What follows belongs to an exercise in optimizing a design on an open flow for small area; a production flow would make more cautious choices. The RTL was checked by simulation tests, not by an equivalence proof against the original design. Power is estimated from default activity; no workload was simulated.

==> flow/design.v <==
module eclsensor (clk, rst, txd, rxd, ir_tx, ir_rx, led);
	output [11:0] ir_tx;
	input [19:0] ir_rx;
	output led;
	input clk;
	input rst;
	output reg txd;
	input rxd;
	assign led = 1'b0;
	reg [2:0] pre;
	reg [1:0] bdiv;
	reg [5:0] mdiv;
	wire pre_end = pre[2] && pre[1];               
	wire modulation_edge = pre_end && mdiv[5] && mdiv[3:1] == 3'b111;   
	always @(posedge clk)
		if (rst) begin
			pre <= 3'd0;
			bdiv <= 2'd0;
			mdiv <= 6'd0;
		end else begin
			pre <= pre_end ? 3'd0 : pre + 1'b1;
			if (pre_end) begin
				bdiv <= bdiv + 1'b1;
				mdiv <= (mdiv[5] && mdiv[3:1] == 3'b111) ? 6'd0 : mdiv + 1'b1;
			end
		end
	reg baud_edge;
	always @(posedge clk)
		baud_edge <= !rst && pre_end && bdiv == 2'd3;
	reg modulation_state;
	always @(posedge clk)
		if (rst)
			modulation_state <= 1'b0;
		else if (modulation_edge)
			modulation_state <= !modulation_state;
	reg text_busy;
	reg [7:0] cycle_timer;
	wire state_tx_modulating = cycle_timer < 8'd190;
	wire state_tx_end = modulation_edge && cycle_timer[7:5] == 3'b111 && cycle_timer[2];   
	always @(posedge clk)
		if (rst)
			cycle_timer <= 8'd0;
		else if (state_tx_end)
			cycle_timer <= 8'd0;
		else if (modulation_edge && !text_busy)
			cycle_timer <= cycle_timer + 1'b1;
	reg [3:0] tx_num;
	wire tx_num_12 = tx_num[3] && tx_num[2];         
	always @(posedge clk)
		if (rst)
			tx_num <= 4'd12;
		else if (state_tx_end)
			tx_num <= tx_num_12 ? 4'd1 : tx_num + 1'b1;
	reg ir_on;
	always @(posedge clk)
		ir_on <= !rst && state_tx_modulating && !text_busy && modulation_state;
	wire [3:0] t = tx_num;
	assign ir_tx[0]  = ir_on &&  t[3] &&  t[2];
	assign ir_tx[1]  = ir_on && !t[3] && !t[2] && !t[1] &&  t[0];
	assign ir_tx[2]  = ir_on && !t[3] && !t[2] &&  t[1] && !t[0];
	assign ir_tx[3]  = ir_on && !t[3] && !t[2] &&  t[1] &&  t[0];
	assign ir_tx[4]  = ir_on && !t[3] &&  t[2] && !t[1] && !t[0];
	assign ir_tx[5]  = ir_on && !t[3] &&  t[2] && !t[1] &&  t[0];
	assign ir_tx[6]  = ir_on && !t[3] &&  t[2] &&  t[1] && !t[0];
	assign ir_tx[7]  = ir_on && !t[3] &&  t[2] &&  t[1] &&  t[0];
	assign ir_tx[8]  = ir_on &&  t[3] && !t[2] && !t[1] && !t[0];
	assign ir_tx[9]  = ir_on &&  t[3] && !t[2] && !t[1] &&  t[0];
	assign ir_tx[10] = ir_on &&  t[3] && !t[2] &&  t[1] && !t[0];
	assign ir_tx[11] = ir_on &&  t[3] && !t[2] &&  t[1] &&  t[0];
	reg [3:0] bs;
	reg [6:0] ci;         
	reg [3:0] dreg;       
	wire req = text_busy && bs == 4'd0;
	wire line_end = req && ci[6] && ci[4] && ci[1];   
	wire is_letter = ci[6:1] == 6'd0;               
	wire dig_alpha = dreg[3] && (dreg[2] || dreg[1]);
	wire [7:0] ch =
		!text_busy ? 8'h0a :
		is_letter ? {4'h4, tx_num} :
		dig_alpha ? {4'h6, dreg - 4'd9} :
		{4'h3, dreg};
	reg bitval;
	always @(*)
		case (bs)
			4'd1: bitval = 1'b0;
			4'd2: bitval = ch[0];
			4'd3: bitval = ch[1];
			4'd4: bitval = ch[2];
			4'd5: bitval = ch[3];
			4'd6: bitval = ch[4];
			4'd7: bitval = ch[5];
			4'd8: bitval = ch[6];
			4'd9: bitval = ch[7];
			default: bitval = 1'b1;
		endcase
	always @(posedge clk)
		if (rst) begin
			bs <= 4'd0;
			txd <= 1'b0;
		end else begin
			if (baud_edge)
				txd <= !bitval;
			if (req)
				bs <= 4'd1;
			else if (baud_edge && bs != 4'd0)
				bs <= (bs[3] && bs[1]) ? 4'd0 : bs + 1'b1;     
		end
	always @(posedge clk)
		if (rst)
			text_busy <= 1'b0;
		else if (!text_busy)
			text_busy <= state_tx_end;
		else if (line_end)
			text_busy <= 1'b0;
	always @(posedge clk)
		if (!text_busy)
			ci <= 7'd0;
		else if (req)
			ci <= ci + 1'b1;
	wire cnt_en = !text_busy && !state_tx_end;
	wire lclr = text_busy && line_end;
	reg [3:0] ptr;
	reg clr;
	wire ptr_end = ptr[3] && ptr[0];                
	always @(posedge clk)
		if (rst || lclr) begin
			ptr <= 4'd0;
			clr <= 1'b1;
		end else begin
			ptr <= ptr_end ? 4'd0 : ptr + 1'b1;
			if (ptr_end)
				clr <= 1'b0;
		end
	reg [4:0] lcnt [0:19];
	genvar ri;
	generate
		for (ri = 0; ri < 20; ri = ri + 1) begin: rx
			wire ev = cnt_en && !ir_rx[ri];
			always @(posedge clk)
				if (rst)
					lcnt[ri] <= {4'b0000, !ir_rx[ri]};
				else if (lclr)
					lcnt[ri] <= 5'd0;
				else
					lcnt[ri] <= lcnt[ri] + ev;
		end
	endgenerate
	reg [11:0] ring_a [0:9];
	reg [11:0] ring_b [0:9];
	wire la = lcnt[{ptr, 1'b0}][4];
	wire lb = lcnt[{ptr, 1'b1}][4];
	integer k;
	always @(posedge clk) begin
		for (k = 0; k < 9; k = k + 1) begin
			ring_a[k] <= ring_a[k + 1];
			ring_b[k] <= ring_b[k + 1];
		end
		ring_a[9] <= clr ? 12'd0 : {ring_a[0][11:1] + (ring_a[0][0] && !la), la};
		ring_b[9] <= clr ? 12'd0 : {ring_b[0][11:1] + (ring_b[0][0] && !lb), lb};
	end
	wire [15:0] word = ci[2] ? {ring_b[0], lcnt[{ptr, 1'b1}][3:0]} : {ring_a[0], lcnt[{ptr, 1'b0}][3:0]};
	reg [3:0] nyb;
	always @(*)
		case (ci[1:0])
			2'd0: nyb = word[15:12];
			2'd1: nyb = word[11:8];
			2'd2: nyb = word[7:4];
			default: nyb = word[3:0];
		endcase
	always @(posedge clk)
		if (text_busy && bs[3] && bs[1]) begin
			if (ci[6] && ci[4])
				dreg <= 4'd0;
			else if (ptr == ci[6:3])
				dreg <= nyb;
		end
endmodule
Settings: LEC_CHECK=0, CAP_MARGIN=20, CORE_MARGIN=2, CORE_UTILIZATION=45, PLACE_DENSITY=0.6, SLEW_MARGIN=20; clock period 10.0 ns.
standard.sh (not shown) runs the stock make flow with config.mk's settings and CLKGATE_MAP_FILE= SYNTH_SCRIPT=/design/flow/synth_recipe.tcl, a recipe that flattens the netlist after the stock synthesis.
==> flow/flow/run.sh <==
#!/bin/bash
# Standard ORFS layout with two changes: clock tree synthesis without dummy
# load cells and with small clock buffers, and the smallest buffer on ports.
set -euo pipefail
export CTS_ARGS="-sink_clustering_enable -repair_clock_nets -dont_use_dummy_load -buf_list sky130_fd_sc_hd__clkbuf_4 -sink_clustering_size 10 -sink_clustering_max_diameter 40"
export BUFFER_PORTS_ARGS="-buffer_cell sky130_fd_sc_hd__buf_1"
bash standard.sh > standard.log 2>&1
Then changed:
--- a/flow/design.v
+++ b/flow/design.v
@@ -68,17 +68,12 @@
 	assign ir_tx[10] = ir_on &&  t[3] && !t[2] &&  t[1] && !t[0];
 	assign ir_tx[11] = ir_on &&  t[3] && !t[2] &&  t[1] &&  t[0];
 	reg [3:0] bs;
-	reg [6:0] ci;         
-	reg [3:0] dreg;       
+	reg [6:0] ci;
+	reg dbit;             
 	wire req = text_busy && bs == 4'd0;
-	wire line_end = req && ci[6] && ci[4] && ci[1];   
-	wire is_letter = ci[6:1] == 6'd0;               
-	wire dig_alpha = dreg[3] && (dreg[2] || dreg[1]);
-	wire [7:0] ch =
-		!text_busy ? 8'h0a :
-		is_letter ? {4'h4, tx_num} :
-		dig_alpha ? {4'h6, dreg - 4'd9} :
-		{4'h3, dreg};
+	wire line_end = req && ci[6] && !ci[5] && ci[4] && ci[0];   
+	wire is_letter = ci == 7'd0;
+	wire [7:0] ch = !text_busy ? 8'h0a : {4'h4, tx_num};
 	reg bitval;
 	always @(*)
 		case (bs)
@@ -93,13 +88,14 @@
 			4'd9: bitval = ch[7];
 			default: bitval = 1'b1;
 		endcase
+	wire digit_data = text_busy && !is_letter && bs != 4'd1 && !(bs[3] && bs[1]) && bs != 4'd0;
 	always @(posedge clk)
 		if (rst) begin
 			bs <= 4'd0;
 			txd <= 1'b0;
 		end else begin
 			if (baud_edge)
-				txd <= !bitval;
+				txd <= !(digit_data ? dbit : bitval);
 			if (req)
 				bs <= 4'd1;
 			else if (baud_edge && bs != 4'd0)
@@ -114,7 +110,7 @@
 			text_busy <= 1'b0;
 	always @(posedge clk)
 		if (!text_busy)
-			ci <= 7'd0;
+			ci <= 7'd127;
 		else if (req)
 			ci <= ci + 1'b1;
 	wire cnt_en = !text_busy && !state_tx_end;
@@ -167,11 +163,23 @@
 			2'd2: nyb = word[7:4];
 			default: nyb = word[3:0];
 		endcase
+	wire zero_digit = ci[6] && ci[4];
+	wire [3:0] n = zero_digit ? 4'd0 : nyb;
+	wire alpha = n[3] && (n[2] || n[1]);
+	wire [7:0] dch = alpha ? {4'h6, n - 4'd9} : {4'h3, n};
+	reg dsel;
+	always @(*)
+		case (bs[2:0])
+			3'd2: dsel = dch[0];
+			3'd3: dsel = dch[1];
+			3'd4: dsel = dch[2];
+			3'd5: dsel = dch[3];
+			3'd6: dsel = dch[4];
+			3'd7: dsel = dch[5];
+			3'd0: dsel = dch[6];    
+			default: dsel = dch[7];  
+		endcase
 	always @(posedge clk)
-		if (text_busy && bs[3] && bs[1]) begin
-			if (ci[6] && ci[4])
-				dreg <= 4'd0;
-			else if (ptr == ci[6:3])
-				dreg <= nyb;
-		end
+		if (zero_digit || ptr == ci[6:3])
+			dbit <= dsel;
 endmodule
Final cell count barely changes.
Via count falls by 0.45%.
Wire length falls by 2.5%.
Total power falls by 1.3%.
Die area is about the same.

what the ideal ports hide:
In the flow no input, the clock included, has a driving cell. The finished layouts below were timed again as built, in two steps.
Step 1, drivers: a clkbuf_16 drives clk and a buf_2 each remaining input, both assumed.
Step 2, shift: input delay + t, output delay - t, t = (earliest + latest rising clock arrival at the registers) / 2. This alone moves slack from input paths to output paths.
Three values: ideal, step 1, step 2; two values: the first two.
| run | t, ns | slack for setup (ns) | clock arrival spread, ns | cell pins on the clock port's net |
|---|---|---|---|---|
| the first run | 0.685 | 6.341 / 6.300 / 6.344 | 0.078 / 0.078 | 1 |
| the second run | 0.684 | 6.158 / 6.115 / 6.320 | 0.082 / 0.081 | 1 |
After both steps every run listed still meets setup and hold.
